Source: an optimization exercise on an open RTL-to-GDS flow (aim: small area). Production flows keep margins and buffers that such runs may drop.
RTL that was checked went through simulation tests only; none was proved equivalent to the original.
Power and IR-drop figures of this design are not reliable: the tool's default activity estimate is inflated in some of its runs.

==> inputs of run a <==
// convolution
module convolution #(parameter BW1=16, BW2=16)
  (input iCLK, iRSTn, iWren,
   input signed [7:0] iX,
   input [7:0] iWeight,
   input [4:0] iADDR,
   output signed [BW2-1:0] oPsum);
export LEC_CHECK = 0
export CAP_MARGIN = 20
export CORE_MARGIN = 2
export CORE_UTILIZATION = 40
export SLEW_MARGIN = 20
export SYNTH_HIERARCHICAL = 1
create_clock -name core_clock -period 6.0 [get_ports {iCLK}]
standard.sh (not shown) runs the stock make flow with config.mk's settings and CLKGATE_MAP_FILE= SYNTH_SCRIPT=/design/flow/synth_recipe.tcl, a recipe that flattens the netlist after the stock synthesis.
==> flow/flow/run.sh <==
#!/bin/bash
# The standard layout with two changes:
#  - after the standard synthesis, every combinational cell is swapped for the
#    smallest variant of its kind (same function and pins); the placement and
#    timing repairs later upsize what timing needs;
#  - clock tree synthesis adds no dummy loads and builds the tree from
#    clkbuf_8 cells over small sink clusters.
set -euo pipefail
export CTS_ARGS="-sink_clustering_enable -repair_clock_nets -dont_use_dummy_load -buf_list sky130_fd_sc_hd__clkbuf_8 -sink_clustering_size 14 -sink_clustering_max_diameter 60"
RES="$PWD/orfs/results/$FLOW_PLATFORM/convolution/base"
bash standard.sh synth > flow_synth.log 2>&1
cp "$RES/1_2_yosys.v" "$RES/1_2_yosys.std.v"
python3 flow/downsize.py "$FLOW_HOME/platforms/$FLOW_PLATFORM/lib/sky130_fd_sc_hd__tt_025C_1v80.lib" \
  "$RES/1_2_yosys.std.v" "$RES/1_2_yosys.v" > flow_downsize.log 2>&1
rm -f "$RES/1_synth.odb" "$RES/1_synth.sdc"
bash standard.sh > flow_standard.log 2>&1
Other scripts of this flow, unchanged in this note and not shown: flow/flow/downsize.py
==> run b (differences from run a) <==
Settings changed: GPL_TIMING_DRIVEN set to 0.
==> flow_summary.ini <==
[worst_setup_path]
slowest_delay_ns = 0.80

[placement]
hpwl_mm = 150

[finish]
diodes = 9
post-route-util_pct = 44.7

[global_routing]
use_met3_pct = 4.38

[sta]
min_period_ns = 5.80

[power]
p_leak_nw = 28.3

[outcome]
status = complete, no violations
The numbers above come from run a.

==> flow_summary.ini <==
[global_routing]
use_met3_pct = 3.26

[finish]
diodes = 8

[sta]
min_period_ns = 5.89

[outcome]
status = complete, no violations

[worst_setup_path]
slowest_delay_ns = 0.57

[placement]
hpwl_mm = 146
The numbers above come from run b.

Function was not checked in any run of this note: the RTL went through the layout flow alone.


==> run F: inputs <==
Another version of the RTL of convolution (not shown whole).
Design convolution, start of the top module:
module convolution #(parameter BW1=16, BW2=16)
  (input iCLK, iRSTn, iWren,
   input signed [7:0] iX,
   input [7:0] iWeight,
   input [4:0] iADDR,
   output signed [BW2-1:0] oPsum);
==> flow/config.mk <==
export PLATFORM = sky130hd
export DESIGN_NAME = convolution
export DESIGN_NICKNAME = convolution
export VERILOG_FILES = /design/flow/design.v
export SDC_FILE = /design/flow/constraint.sdc
export NUM_CORES = 4
export LEC_CHECK = 0
export CAP_MARGIN = 20
export CORE_MARGIN = 2
export CORE_UTILIZATION = 40
export SLEW_MARGIN = 20
export SYNTH_HIERARCHICAL = 1
==> flow/constraint.sdc <==
create_clock -name core_clock -period 6.0 [get_ports {iCLK}]
set_input_delay 1.2000 -clock core_clock [delete_from_list [all_inputs] [get_ports {iCLK}]]
set_output_delay 1.2000 -clock core_clock [all_outputs]
set_load 0.01 [all_outputs]
run.sh (not shown) runs the stock make flow with config.mk's settings and CLKGATE_MAP_FILE= SYNTH_SCRIPT=/design/flow/synth_recipe.tcl, a recipe that flattens the netlist after the stock synthesis.
Stock flow here: none of the scripts above is used.
==> run D (differences from run F) <==
CTS_BUF_LIST = sky130_fd_sc_hd__clkbuf_4   (was default)
==> summary.md <==
| Metric | Value |
|---|---|
| Clk_skew | 0.0428 ns |
| Final instance area | 0.0812 mm² |
| Global Route met2 Usage | 34.8% |
| Fraction of layout cells with a size suffix above 1 | 11.2% |
| Nets@finish | 7135 |
| Final core utilization | 44.3% |
| Cell repeated most along the worst path | fa_1 |
| Status | complete, no violations |
-- figures above: run F

==> summary.md <==
| Metric | Value |
|---|---|
| Status | complete, no violations |
| Final instance area | 0.0811 mm² |
| Sequential-to-total area share from yosys stat | 38.3% |
| Setup violators final | 0 |
| Synth top cells by count | fa_1 (1525), nand2_1 (1289), dfxtp_1 (1055), clkbuf_1 (397), and2_1 (358) |
| Final core utilization | 44.2% |
| Nets@finish | 7355 |
| Place WS | 0.189 ns |
| Multi-input combinational area share | 54.3% |
| Final Worst Setup Slack | 0.268 ns |
-- figures above: run D



==> amber: inputs <==
Another version of the RTL of convolution (not shown whole).
// convolution
module convolution #(parameter BW1=16, BW2=16)
  (input iCLK, iRSTn, iWren,
   input signed [7:0] iX,
   input [7:0] iWeight,
   input [4:0] iADDR,
   output signed [BW2-1:0] oPsum);
export LEC_CHECK = 0
export CAP_MARGIN = 20
export CORE_MARGIN = 2
export CORE_UTILIZATION = 40
export SLEW_MARGIN = 20
export SYNTH_HIERARCHICAL = 1
create_clock -name core_clock -period 6.0 [get_ports {iCLK}]
standard.sh (not shown) runs the stock make flow with config.mk's settings and CLKGATE_MAP_FILE= SYNTH_SCRIPT=/design/flow/synth_recipe.tcl, a recipe that flattens the netlist after the stock synthesis.
==> flow/flow/run.sh <==
#!/bin/bash
set -euo pipefail
export CTS_ARGS="-sink_clustering_enable -repair_clock_nets -dont_use_dummy_load -buf_list sky130_fd_sc_hd__clkbuf_8 -sink_clustering_size 16 -sink_clustering_max_diameter 70"
bash standard.sh > flow_standard.log 2>&1
==> tundra (differences from amber) <==
==> flow/flow/run.sh (replaced) <==
#!/bin/bash
# The standard layout with two changes:
#  - after the standard synthesis, every combinational cell is swapped for the
#    smallest variant of its kind (same function and pins); the placement and
#    timing repairs later upsize what timing needs;
#  - clock tree synthesis adds no dummy loads and builds the tree from
#    clkbuf_8 cells over small sink clusters.
set -euo pipefail
export CTS_ARGS="-sink_clustering_enable -repair_clock_nets -dont_use_dummy_load -buf_list sky130_fd_sc_hd__clkbuf_8 -sink_clustering_size 14 -sink_clustering_max_diameter 60"
RES="$PWD/orfs/results/$FLOW_PLATFORM/convolution/base"
bash standard.sh synth > flow_synth.log 2>&1
cp "$RES/1_2_yosys.v" "$RES/1_2_yosys.std.v"
python3 flow/downsize.py "$FLOW_HOME/platforms/$FLOW_PLATFORM/lib/sky130_fd_sc_hd__tt_025C_1v80.lib" \
  "$RES/1_2_yosys.std.v" "$RES/1_2_yosys.v" > flow_downsize.log 2>&1
rm -f "$RES/1_synth.odb" "$RES/1_synth.sdc"
bash standard.sh > flow_standard.log 2>&1
==> flow/flow/downsize.py (new file) <==
#!/usr/bin/env python3
"""Rewrite a mapped sky130hd netlist so that every combinational cell uses the
smallest-area variant of its kind (same function and pins). Flip-flops, clock
cells and tie cells are left alone. Usage: downsize.py LIB IN.v OUT.v"""
import re, sys
lib, src, dst = sys.argv[1:4]
area, pins, cur = {}, {}, None
for l in open(lib):
    m = re.match(r'\s*cell\s*\(\s*"?(sky130_fd_sc_hd__\w+)"?\s*\)', l)
    if m:
        cur = m.group(1); pins[cur] = []
        continue
    m = re.match(r'\s*area\s*:\s*([\d.]+)', l)
    if m and cur and cur not in area:
        area[cur] = float(m.group(1))
    m = re.match(r'\s*pin\s*\(\s*"?(\w+)"?\s*\)', l)
    if m and cur:
        pins[cur].append(m.group(1))
skip = re.compile(r'__(df|edf|sdf|sedf|dl|clk|conb|tap|fill|decap|diode|probe|lpflow|ebuf|einv|macro|fa_|fah|ha_)')
best = {}
for c in area:
    m = re.match(r'(sky130_fd_sc_hd__\w+?)_(\d+)$', c)
    if not m or skip.search(c):
        continue
    base = m.group(1)
    if base not in best or area[c] < area[best[base]]:
        best[base] = c
t = open(src).read()
n = [0]
def rep(m):
    c = m.group(1)
    mm = re.match(r'(sky130_fd_sc_hd__\w+?)_(\d+)$', c)
    if mm and mm.group(1) in best and not skip.search(c):
        b = best[mm.group(1)]
        if b != c and sorted(pins[b]) == sorted(pins[c]):
            n[0] += 1
            return b + m.group(2)
    return m.group(0)
t = re.sub(r'^(\s*sky130_fd_sc_hd__\w+)(\s)', lambda m: rep(re.match(r'\s*(sky130_fd_sc_hd__\w+)(\s)', m.group(0))) if False else m.group(0), t, flags=re.M)
out = []
for line in t.split('\n'):
    m = re.match(r'^(\s*)(sky130_fd_sc_hd__\w+)(\s.*)$', line)
    if m:
        c = m.group(2)
        mm = re.match(r'(sky130_fd_sc_hd__\w+?)_(\d+)$', c)
        if mm and mm.group(1) in best and not skip.search(c):
            b = best[mm.group(1)]
            if b != c and sorted(pins[b]) == sorted(pins[c]):
                n[0] += 1
                line = m.group(1) + b + m.group(3)
    out.append(line)
open(dst, 'w').write('\n'.join(out))
print(f'downsized {n[0]} cells', file=sys.stderr)
==> summary.txt <==
quantity                                                                                       amber                      tundra
Worst reg-to-reg setup slack                                                                 0.46 ns                     0.31 ns
Leakage                                                                                      24.5 nW                     24.5 nW
Power in combinational cells                                                                 19.5 mW                     20.0 mW
Result of the run                                                           timing/DRC/antenna clean    timing/DRC/antenna clean
Fin area                                                                                  0.0761 mm2                  0.0764 mm2
Area of combinational cells with multiple inputs                                          0.0431 mm2                  0.0430 mm2
Area of the die                                                                            0.184 mm2                   0.184 mm2
Effective utilization at floorplan                                                             0.401                       0.404
Register clock-pin slew on the reported worst setup and hold paths                           0.11 ns                     0.08 ns
Total via count in the routed design                                                           40710                       40987
Pre-CTS setup slack                                                                         0.472 ns                    0.390 ns
ClkCell Share                                                                                 0.0197                      0.0245
Max stage delay cell, worst path                                    sky130_fd_sc_hd__clkdlybuf4s50_1  sky130_fd_sc_hd__a2111oi_0
Largest vdd supply drop                                                                   0.000807 V                   0.00102 V
Die width                                                                                     429 um                      429 um
Final core occ                                                                                 0.423                       0.427
Proportion of power drawn by combinational gates                                               0.555                       0.552


==> v7 <==
Another version of the RTL of convolution (not shown whole).
## convolution
module convolution #(parameter BW1=16, BW2=16)
  (input iCLK, iRSTn, iWren,
   input signed [7:0] iX,
   input [7:0] iWeight,
   input [4:0] iADDR,
   output signed [BW2-1:0] oPsum);
==> flow/config.mk <==
export PLATFORM = sky130hd
export DESIGN_NAME = convolution
export DESIGN_NICKNAME = convolution
export VERILOG_FILES = /design/flow/design.v
export SDC_FILE = /design/flow/constraint.sdc
export NUM_CORES = 4
export LEC_CHECK = 0
export CAP_MARGIN = 20
export CORE_MARGIN = 2
export CORE_UTILIZATION = 50
export GPL_TIMING_DRIVEN = 0
export SLEW_MARGIN = 20
export SYNTH_HIERARCHICAL = 1
==> flow/constraint.sdc <==
create_clock -name core_clock -period 6.0 [get_ports {iCLK}]
set_input_delay 1.2000 -clock core_clock [delete_from_list [all_inputs] [get_ports {iCLK}]]
set_output_delay 1.2000 -clock core_clock [all_outputs]
set_load 0.01 [all_outputs]
==> flow/flow/run.sh <==
#!/bin/bash
# The standard layout with two changes:
#  - after the standard synthesis, every combinational cell is swapped for the
#    smallest variant of its kind (same function and pins); the placement and
#    timing repairs later upsize what timing needs;
#  - clock tree synthesis adds no dummy loads and builds the tree from
#    clkbuf_8 cells over small sink clusters.
set -euo pipefail
export CTS_ARGS="-sink_clustering_enable -repair_clock_nets -dont_use_dummy_load -buf_list sky130_fd_sc_hd__clkbuf_8 -sink_clustering_size 16 -sink_clustering_max_diameter 70"
RES="$PWD/orfs/results/$FLOW_PLATFORM/convolution/base"
bash standard.sh synth > flow_synth.log 2>&1
cp "$RES/1_2_yosys.v" "$RES/1_2_yosys.std.v"
python3 flow/downsize.py "$FLOW_HOME/platforms/$FLOW_PLATFORM/lib/sky130_fd_sc_hd__tt_025C_1v80.lib" \
  "$RES/1_2_yosys.std.v" "$RES/1_2_yosys.v" > flow_downsize.log 2>&1
rm -f "$RES/1_synth.odb" "$RES/1_synth.sdc"
bash standard.sh > flow_standard.log 2>&1
Other scripts of this flow, unchanged in this note and not shown: flow/flow/downsize.py
==> v16 (differences from v7) <==
CORE_UTILIZATION = 40   (was 50)
==> v30 (differences from v7) <==
--- a/flow/flow/run.sh
+++ b/flow/flow/run.sh
@@ -7,5 +7,5 @@
 #    clkbuf_8 cells over small sink clusters.
 set -euo pipefail
-export CTS_ARGS="-sink_clustering_enable -repair_clock_nets -dont_use_dummy_load -buf_list sky130_fd_sc_hd__clkbuf_8 -sink_clustering_size 16 -sink_clustering_max_diameter 70"
+export CTS_ARGS="-sink_clustering_enable -repair_clock_nets -dont_use_dummy_load -buf_list sky130_fd_sc_hd__clkbuf_8 -sink_clustering_size 14 -sink_clustering_max_diameter 60"
 RES="$PWD/orfs/results/$FLOW_PLATFORM/convolution/base"
 bash standard.sh synth > flow_synth.log 2>&1
CORE_UTILIZATION = 40   (was 50)
GPL_TIMING_DRIVEN = default   (was 0)
==> v19 (differences from v7) <==
--- a/flow/flow/run.sh
+++ b/flow/flow/run.sh
@@ -7,5 +7,5 @@
 #    clkbuf_8 cells over small sink clusters.
 set -euo pipefail
-export CTS_ARGS="-sink_clustering_enable -repair_clock_nets -dont_use_dummy_load -buf_list sky130_fd_sc_hd__clkbuf_8 -sink_clustering_size 16 -sink_clustering_max_diameter 70"
+export CTS_ARGS="-sink_clustering_enable -repair_clock_nets -dont_use_dummy_load -buf_list sky130_fd_sc_hd__clkbuf_8 -sink_clustering_size 14 -sink_clustering_max_diameter 60"
 RES="$PWD/orfs/results/$FLOW_PLATFORM/convolution/base"
 bash standard.sh synth > flow_synth.log 2>&1
CORE_UTILIZATION = 40   (was 50)
==> notes <==
v19 went through all stages and came out clean. v30 went through all stages and came out clean. v7 completed with no timing, DRC or antenna violations. v16 finished with timing, DRC and antenna clean. Via count is about the same in v16 and v7. In v16 the non-clock buffer count is lower than in v7, by 4. The highest sequential share of layout area belongs to v7, the lowest to v30. Global-route usage, highest first: v7, v30, v19, v16. Synthesized cell count is the same in v7 and v16. Sequential power is about the same in v16 and v19. In sequential cell count, v16 and v19 do not differ. The highest wire length belongs to v30, the lowest to v16. Core utilization: v7 > v30 > v19 > v16.


==> inputs of trial 13 <==
Another version of the RTL of convolution (not shown whole).
clock: 6.0 ns
lec_check: 0
cap_margin: 20
core_margin: 2
core_utilization: 40
slew_margin: 20
synth_hierarchical: 1
run.sh (not shown) runs the stock make flow with config.mk's settings and CLKGATE_MAP_FILE= SYNTH_SCRIPT=/design/flow/synth_recipe.tcl, a recipe that flattens the netlist after the stock synthesis.
Stock flow here: none of the scripts above is used.
==> inputs of build 86, as changes to trial 13 <==
==> flow/flow/run.sh (new file) <==
#!/bin/bash
set -euo pipefail
export CTS_ARGS="-sink_clustering_enable -repair_clock_nets -dont_use_dummy_load -buf_list {sky130_fd_sc_hd__clkbuf_4 sky130_fd_sc_hd__clkbuf_8} -sink_clustering_size 10 -sink_clustering_max_diameter 50"
bash standard.sh > flow_standard.log 2>&1
==> flow/standard.sh (new file) <==
#!/bin/bash
# synth_recipe.tcl (not shown) runs the flow's synth.tcl, then flattens the netlist and writes it again
# the make line also repeats each setting of config.mk as NAME=value (left out here)
make -C /OpenROAD-flow-scripts/flow DESIGN_CONFIG=/design/flow/config.mk WORK_HOME=/design/flow/orfs CLKGATE_MAP_FILE= SYNTH_SCRIPT=/design/flow/synth_recipe.tcl "${@:-finish}"
removed: flow/run.sh
==> inputs of trial 79, as changes to trial 13 <==
==> flow/flow/run.sh (new file) <==
#!/bin/bash
set -euo pipefail
export CTS_ARGS="-sink_clustering_enable -repair_clock_nets -dont_use_dummy_load -buf_list sky130_fd_sc_hd__clkbuf_8 -sink_clustering_size 18 -sink_clustering_max_diameter 45"
bash standard.sh > flow_standard.log 2>&1
==> flow/standard.sh (new file) <==
#!/bin/bash
# synth_recipe.tcl (not shown) runs the flow's synth.tcl, then flattens the netlist and writes it again
# the make line also repeats each setting of config.mk as NAME=value (left out here)
make -C /OpenROAD-flow-scripts/flow DESIGN_CONFIG=/design/flow/config.mk WORK_HOME=/design/flow/orfs CLKGATE_MAP_FILE= SYNTH_SCRIPT=/design/flow/synth_recipe.tcl "${@:-finish}"
removed: flow/run.sh
==> inputs of build 2, as changes to trial 13 <==
==> flow/flow/run.sh (new file) <==
#!/bin/bash
set -euo pipefail
export CTS_ARGS="-sink_clustering_enable -repair_clock_nets -dont_use_dummy_load -buf_list sky130_fd_sc_hd__clkbuf_4"
bash standard.sh > flow_standard.log 2>&1
==> flow/standard.sh (new file) <==
#!/bin/bash
# synth_recipe.tcl (not shown) runs the flow's synth.tcl, then flattens the netlist and writes it again
# the make line also repeats each setting of config.mk as NAME=value (left out here)
make -C /OpenROAD-flow-scripts/flow DESIGN_CONFIG=/design/flow/config.mk WORK_HOME=/design/flow/orfs CLKGATE_MAP_FILE= SYNTH_SCRIPT=/design/flow/synth_recipe.tcl "${@:-finish}"
removed: flow/run.sh
==> comparison table <==
Clock group total power: trial 79 0.00498 W; build 86 0.00555 W; build 2 0.00581 W; trial 13 0.00892 W
Area of all placed cells without fillers: trial 79 0.0771 sq mm; build 86 0.0775 sq mm; build 2 0.0778 sq mm; trial 13 0.0800 sq mm
Worst path depth: trial 79 14; build 86 15; build 2 14; trial 13 14
Count of plain and timing-repair buffers in the layout: trial 79 142; build 86 141; build 2 142; trial 13 141
Routed vias/inst: trial 79 5.28; build 86 5.27; build 2 5.29; trial 13 5.26
Maximum clock rate: trial 79 177 MHz; build 86 177 MHz; build 2 176 MHz; trial 13 177 MHz
Switching power total: trial 79 0.0145 W; build 86 0.0147 W; build 2 0.0149 W; trial 13 0.0155 W
Switching share of total power: trial 79 0.405; build 86 0.402; build 2 0.405; trial 13 0.388
CTS Buffer Depth: trial 79 3; build 86 3; build 2 4; trial 13 3
Hold wc startpoint: trial 79 P27[7]; build 86 -; build 2 P116[1]; trial 13 -
Part of the cycle the worst path needs: trial 79 0.940; build 86 0.942; build 2 0.948; trial 13 0.942
Status: trial 79 timing/DRC/antenna clean; build 86 timing/DRC/antenna clean; build 2 timing/DRC/antenna clean; trial 13 timing/DRC/antenna clean
GR Layer Usage met1: trial 79 0.312; build 86 0.313; build 2 0.313; trial 13 0.315
Number of cell instances on the worst register-to-register path: trial 79 14; build 86 15; build 2 14; trial 13 14
Post-route met1 wirelength: trial 79 85.2 mm; build 86 85.2 mm; build 2 85.3 mm; trial 13 85.8 mm
Worst-path cell with the longest stage delay: trial 79 sky130_fd_sc_hd__fa_1; build 86 sky130_fd_sc_hd__fa_1; build 2 sky130_fd_sc_hd__a31oi_1; trial 13 sky130_fd_sc_hd__fa_1
Number of vias in the routed layout: trial 79 41,272; build 86 41,412; build 2 42,471; trial 13 41,648
Final hold slack: trial 79 0.271 ns; build 86 0.127 ns; build 2 0.274 ns; trial 13 0.240 ns
Total Routed Length: trial 79 207 mm; build 86 208 mm; build 2 210 mm; trial 13 208 mm
Required time at the worst-slack endpoint: trial 79 6.78 ns; build 86 6.74 ns; build 2 7.16 ns; trial 13 6.67 ns
Class of the tightest hold or removal check: trial 79 reg -> reg; build 86 in -> async; build 2 reg -> reg; trial 13 in -> async
Setup slack on the worst flop-to-flop path: trial 79 0.36 ns; build 86 0.35 ns; build 2 0.31 ns; trial 13 0.35 ns

-- afterwards: timing with drivers on the ports --
The flow's constraints put no driver on any port. The routed layouts listed below were extracted and timed again, unchanged, in two steps. Step 1 assumes that a clkbuf_16 drives the clock port and a buf_2 every other input. Step 2 also shifts input and output timing later by t, the mid clock arrival at the registers, as if the neighbouring blocks saw the same clock. a / b / c = ideal / step 1 / step 2; a / b = the first two.
run	shift t [ns]	setup slack, ns	worst hold slack (ns)	clock arrival spread, ns	worst data-port slew with drivers (ns)
run a	0.925	0.202 / 0.202 / 0.202	0.246 / 0.241 / 0.246	0.102 / 0.102	0.16
run b	0.916	0.113 / 0.113 / -0.418	0.267 / 0.245 / 0.271	0.109 / 0.108	0.24
run F	0.869	0.239 / 0.239 / 0.239	0.305 / 0.302 / 0.305	0.052 / 0.052	0.14
run D	1.290	0.268 / 0.192 / 0.279	0.245 / 0.245 / 0.245	0.161 / 0.161	0.13
amber	0.875	0.400 / 0.329 / 0.461	0.156 / 0.134 / 0.192	0.189 / 0.189	0.12
tundra	0.932	0.277 / 0.194 / 0.309	0.154 / 0.121 / 0.263	0.117 / 0.117	0.11
v7	0.900	0.115 / 0.115 / -0.520	0.217 / 0.190 / 0.257	0.126 / 0.127	0.23
v16	0.893	0.137 / 0.137 / -0.335	0.212 / 0.193 / 0.286	0.110 / 0.110	0.24
v30	0.918	0.257 / 0.250 / 0.257	0.228 / 0.210 / 0.290	0.159 / 0.159	0.15
v19	0.906	0.135 / 0.135 / -0.360	0.174 / 0.158 / 0.281	0.115 / 0.115	0.26
trial 13	0.871	0.346 / 0.346 / 0.346	0.240 / 0.295 / 0.295	0.052 / 0.052	0.23
build 86	0.950	0.349 / 0.349 / 0.349	0.127 / 0.270 / 0.273	0.105 / 0.105	0.22
trial 79	0.951	0.361 / 0.361 / 0.243	0.271 / 0.271 / 0.271	0.094 / 0.094	0.15
build 2	1.383	0.311 / 0.311 / 0.242	0.274 / 0.217 / 0.274	0.166 / 0.165	0.13
Met with ideal ports but missed after step 2: setup timing in run b, v7, v16 and v19. The setup slack of v7, which loses most, moves by 0.000 ns with the drivers and by -0.635 ns with both steps.
